Background: an optimization exercise with open tools, aiming at a short achievable clock period and few clock cycles. Do not read the settings as production practice. At most, simulation tests tie the RTL to the original design; equivalence was not proved.

## CPU
module CPU(
 input clk,
 input rst,
 output [9:0] imem_addr,
 input  [19:0] imem_rdata,
 output [9:0] dmem_addr,
 output [19:0] dmem_wdata,
 output dmem_we,
 input  [19:0] dmem_rdata
);
Size in the first run: about 2900 cells after synthesis, ~600 flip-flops, ~83 I/O pins, ~32000 µm² of cells after synthesis.
==> flow/config.mk <==
export PLATFORM = sky130hd
export DESIGN_NAME = CPU
export DESIGN_NICKNAME = CPU
export VERILOG_FILES = /design/flow/design.v
export SDC_FILE = /design/flow/constraint.sdc
export NUM_CORES = 4
export LEC_CHECK = 0
export ABC_CLOCK_PERIOD_IN_PS = 2200
export CAP_MARGIN = 20
export CORE_MARGIN = 2
export CORE_UTILIZATION = 40
export SETUP_SLACK_MARGIN = 4.8
export SLEW_MARGIN = 20
export TNS_END_PERCENT = 100
==> flow/constraint.sdc <==
create_clock -name core_clock -period 7.0 [get_ports {clk}]
set_input_delay 1.4000 -clock core_clock [delete_from_list [all_inputs] [get_ports {clk}]]
set_output_delay 1.4000 -clock core_clock [all_outputs]
set_load 0.01 [all_outputs]
standard.sh (not shown) runs the stock make flow with config.mk's settings and CLKGATE_MAP_FILE= SYNTH_SCRIPT=/design/flow/synth_recipe.tcl, a recipe that flattens the netlist after the stock synthesis.
==> flow/flow/run.sh <==
#!/bin/bash
# Standard layout, with the port buffers made from a stronger buffer cell
# than the one ORFS picks by default (a slow delay buffer).
set -e
export BUFFER_PORTS_ARGS="-buffer_cell sky130_fd_sc_hd__buf_8"
bash standard.sh > standard.log 2>&1
Rerun with:
--- a/flow/design.v
+++ b/flow/design.v
@@ -165,55 +165,53 @@
  reg [19:0] rf [0:15];
  integer i;
  always @(posedge clk) begin
   if (rst) begin
    for (i = 0; i < 16; i = i + 1) rf[i] <= 20'd0;
   end else if (w_wr) begin
    rf[w_dst] <= w_val;
   end
  end
- reg  fe_a, fe_b, fw_a, fw_b;
- wire e_fwd = e_wr & ~e_ld;
- wire [19:0] fa = (e_fwd & fe_a) ? e_res : (w_wr & fw_a) ? w_val : rf[ra_addr];
- wire [19:0] fb = (e_fwd & fe_b) ? e_res : (w_wr & fw_b) ? w_val : rf[rb_addr];
- wire [3:0] d_ra = dop[3] ? di[15:12] : di[11:8];
- wire [3:0] d_rb = dop[3] ? di[11:8]  : di[7:4];
+ wire e_fwd = ev & e_wr & ~e_ld;
+ wire [19:0] fa = (e_fwd & (e_dst == ra_addr)) ? e_res :
+                  (w_wr & (w_dst == ra_addr)) ? w_val : rf[ra_addr];
+ wire [19:0] fb = (e_fwd & (e_dst == rb_addr)) ? e_res :
+                  (w_wr & (w_dst == rb_addr)) ? w_val : rf[rb_addr];
  wire r_go_t = rv & ~rhold & ~killR_t;   
  wire r_go_n = rv & ~rhold & ~killR_n;
  wire r_wr = r_alu | r_ld;
  wire rv_in = dv & ~(d_jump & ~r_fbv);
  wire rv_t = rhold ? rv : rv_in & ~killD_t;
  wire rv_n = rhold ? rv : rv_in & ~killD_n;
  wire rh_t = d_lu & ~killD_t;
  wire rh_n = d_lu & ~killD_n;
  wire rh_refetch = rhold & dv;
  wire ovr_t = redir_t | keepf_t;
  wire ovr_n = redir_n | keepf_n;
  wire [9:0] val_t = redir_t ? e_t : fpc_inc;
  wire [9:0] val_n = redir_n ? addr_n : fpc_inc;
  wire       dvv_t = keepf_t;
  wire       dvv_n = keepf_n;
- wire e_ovr = e_taken ? ovr_t : ovr_n;
- wire [9:0] e_val = e_taken ? val_t : val_n;
- wire s_j = ~e_ovr & ~rh_refetch & d_jr;
- wire s_b = ~e_ovr & ~rh_refetch & ~d_jr & d_bk;
- wire s_o = ~s_j & ~s_b;
- wire [9:0] d_oth = e_ovr ? e_val : rh_refetch ? dpc : fpc_inc;
- wire [9:0] fpc_next = ({10{s_j}} & d_jt) | ({10{s_b}} & d_bt) | ({10{s_o}} & d_oth);
- wire       dv_d  = ~rh_refetch & ~d_jr;
+ wire s_j = ~rh_refetch & d_jr;
+ wire s_b = ~rh_refetch & ~d_jr & d_bk;
+ wire [9:0] d_oth = rh_refetch ? dpc : fpc_inc;
+ wire [9:0] fpc_d = ({10{s_j}} & d_jt) | ({10{s_b}} & d_bt) | ({10{~s_j & ~s_b}} & d_oth);
+ wire       dv_d  = ~rh_refetch & ~d_jr & ~(d_bk & d_lu);
+ wire [9:0] fpc_nt = ovr_t ? val_t : fpc_d;
+ wire [9:0] fpc_nn = ovr_n ? val_n : fpc_d;
+ wire [9:0] fpc_next = e_taken ? fpc_nt : fpc_nn;
  wire       dv_next  = e_taken ? (ovr_t ? dvv_t : dv_d) : (ovr_n ? dvv_n : dv_d);
  always @(posedge clk) begin
   if (rst) begin
    fpc <= 10'd1;           
    dv <= 1'b1;
    dpc <= 10'd0; dpc1 <= 10'd1; dhi_p1 <= 5'd1; dhi_m1 <= 5'd31;
    ra_addr <= 4'd0; rb_addr <= 4'd0;
-   fe_a <= 1'b0; fe_b <= 1'b0; fw_a <= 1'b0; fw_b <= 1'b0;
    rv <= 1'b0; rhold <= 1'b0; r_bp <= 1'b0; r_fb <= 1'b0;
    ir <= 20'd0; rpc <= 10'd0; rpc1 <= 10'd0;
    ev <= 1'b0;
    e_wr <= 1'b0; e_ld <= 1'b0; e_br <= 1'b0; e_bp <= 1'b0;
    e_dst <= 4'd0; e_fs <= 4'd0; e_nzp <= 3'd0; e_t <= 10'd0; e_f <= 10'd0;
    ea <= 20'd0; eb <= 20'd0; ca <= 20'd0; cb <= 20'd0;
    dma <= 10'd0; dmw <= 20'd0; dmwe <= 1'b0;
    w_res <= 20'd0; w_wr <= 1'b0; w_ld <= 1'b0; w_dst <= 4'd0;
   end else begin
@@ -221,35 +219,24 @@
    dpc1 <= fpc_inc;
    dhi_p1 <= fpc_inc[9:5] + 5'd1;
    dhi_m1 <= fpc_inc[9:5] - 5'd1;
    fpc <= fpc_next;
    dv <= dv_next;
    rhold <= e_taken ? rh_t : rh_n;
    rv <= e_taken ? rv_t : rv_n;
    if (!rhold) begin
     ir <= di;
-    ra_addr <= d_ra;
-    rb_addr <= d_rb;
+    ra_addr <= dop[3] ? di[15:12] : di[11:8];
+    rb_addr <= dop[3] ? di[11:8]  : di[7:4];
     rpc <= dpc;
     rpc1 <= dpc1;
     r_bp <= d_bk;
     r_fb <= d_bk & ~d_lu;
-   end
-   if (!rhold) begin
-    fe_a <= r_wr & (ir[15:12] == d_ra);
-    fe_b <= r_wr & (ir[15:12] == d_rb);
-    fw_a <= e_dst == d_ra;
-    fw_b <= e_dst == d_rb;
-   end else begin
-    fe_a <= 1'b0;
-    fe_b <= 1'b0;
-    fw_a <= e_dst == ra_addr;
-    fw_b <= e_dst == rb_addr;
    end
    ev <= e_taken ? r_go_t : r_go_n;
    e_wr <= e_taken ? r_go_t & r_wr : r_go_n & r_wr;
    e_ld <= r_ld;
    e_br <= r_br;
    e_bp <= r_bp;
    e_dst <= ir[15:12];
    e_fs <= r_alu ? (4'b0001 << rop[2:1]) : 4'b0000;
    e_nzp <= ir[2:0];
The new run ran to the end with no violations.
Via count increases by 6.4%.
Routed wire length increases by 14%.
Clock skew decreases by 19 ps.
Hold slack gains 5.8 ps.
Clock-buffer cell count decreases by 3.
Die area increases by 0.76%.
Register-to-register slack gains 130 ps.
Sequential cell count decreases by 4.
Design area increases by 5.2%.
First-iteration DRC count increases by 20%.
Non-clock buffer count increases by 69.
Testbench counts after the change, summed over its fixed seeds: cycles 23,217.
No functional check of the RTL was part of the first run of this note.

==> port drivers added, routing unchanged <==
The flow's constraints put no driver on any port. The routed layouts listed below were extracted and timed again, unchanged, in two steps. Step 1 (the two cells are an assumption about what drives the block):
set clk [get_ports {clk}]
set_driving_cell -lib_cell sky130_fd_sc_hd__clkbuf_16 $clk
set_driving_cell -lib_cell sky130_fd_sc_hd__buf_2 [delete_from_list [all_inputs] $clk]
Step 2 moves the port delays by t, midway between the first and last clock arrival at a register: inputs arrive t later, outputs are due t later. That takes back most of the time a late clock gives input paths. Slacks: no drivers / after step 1 / after step 2; pairs: no drivers / after step 1.
run | t (ns) | setup slack, ns | worst slew at a driven data input, ns
the first run | 0.697 | 3.966 / 3.966 / 3.402 | 0.22
the second run | 0.722 | 4.092 / 4.092 / 3.402 | 0.20
After both steps every run listed still meets setup and hold. For the second run, which loses most, drivers alone change the setup slack by 0.000 ns; drivers and shift together by -0.690 ns.
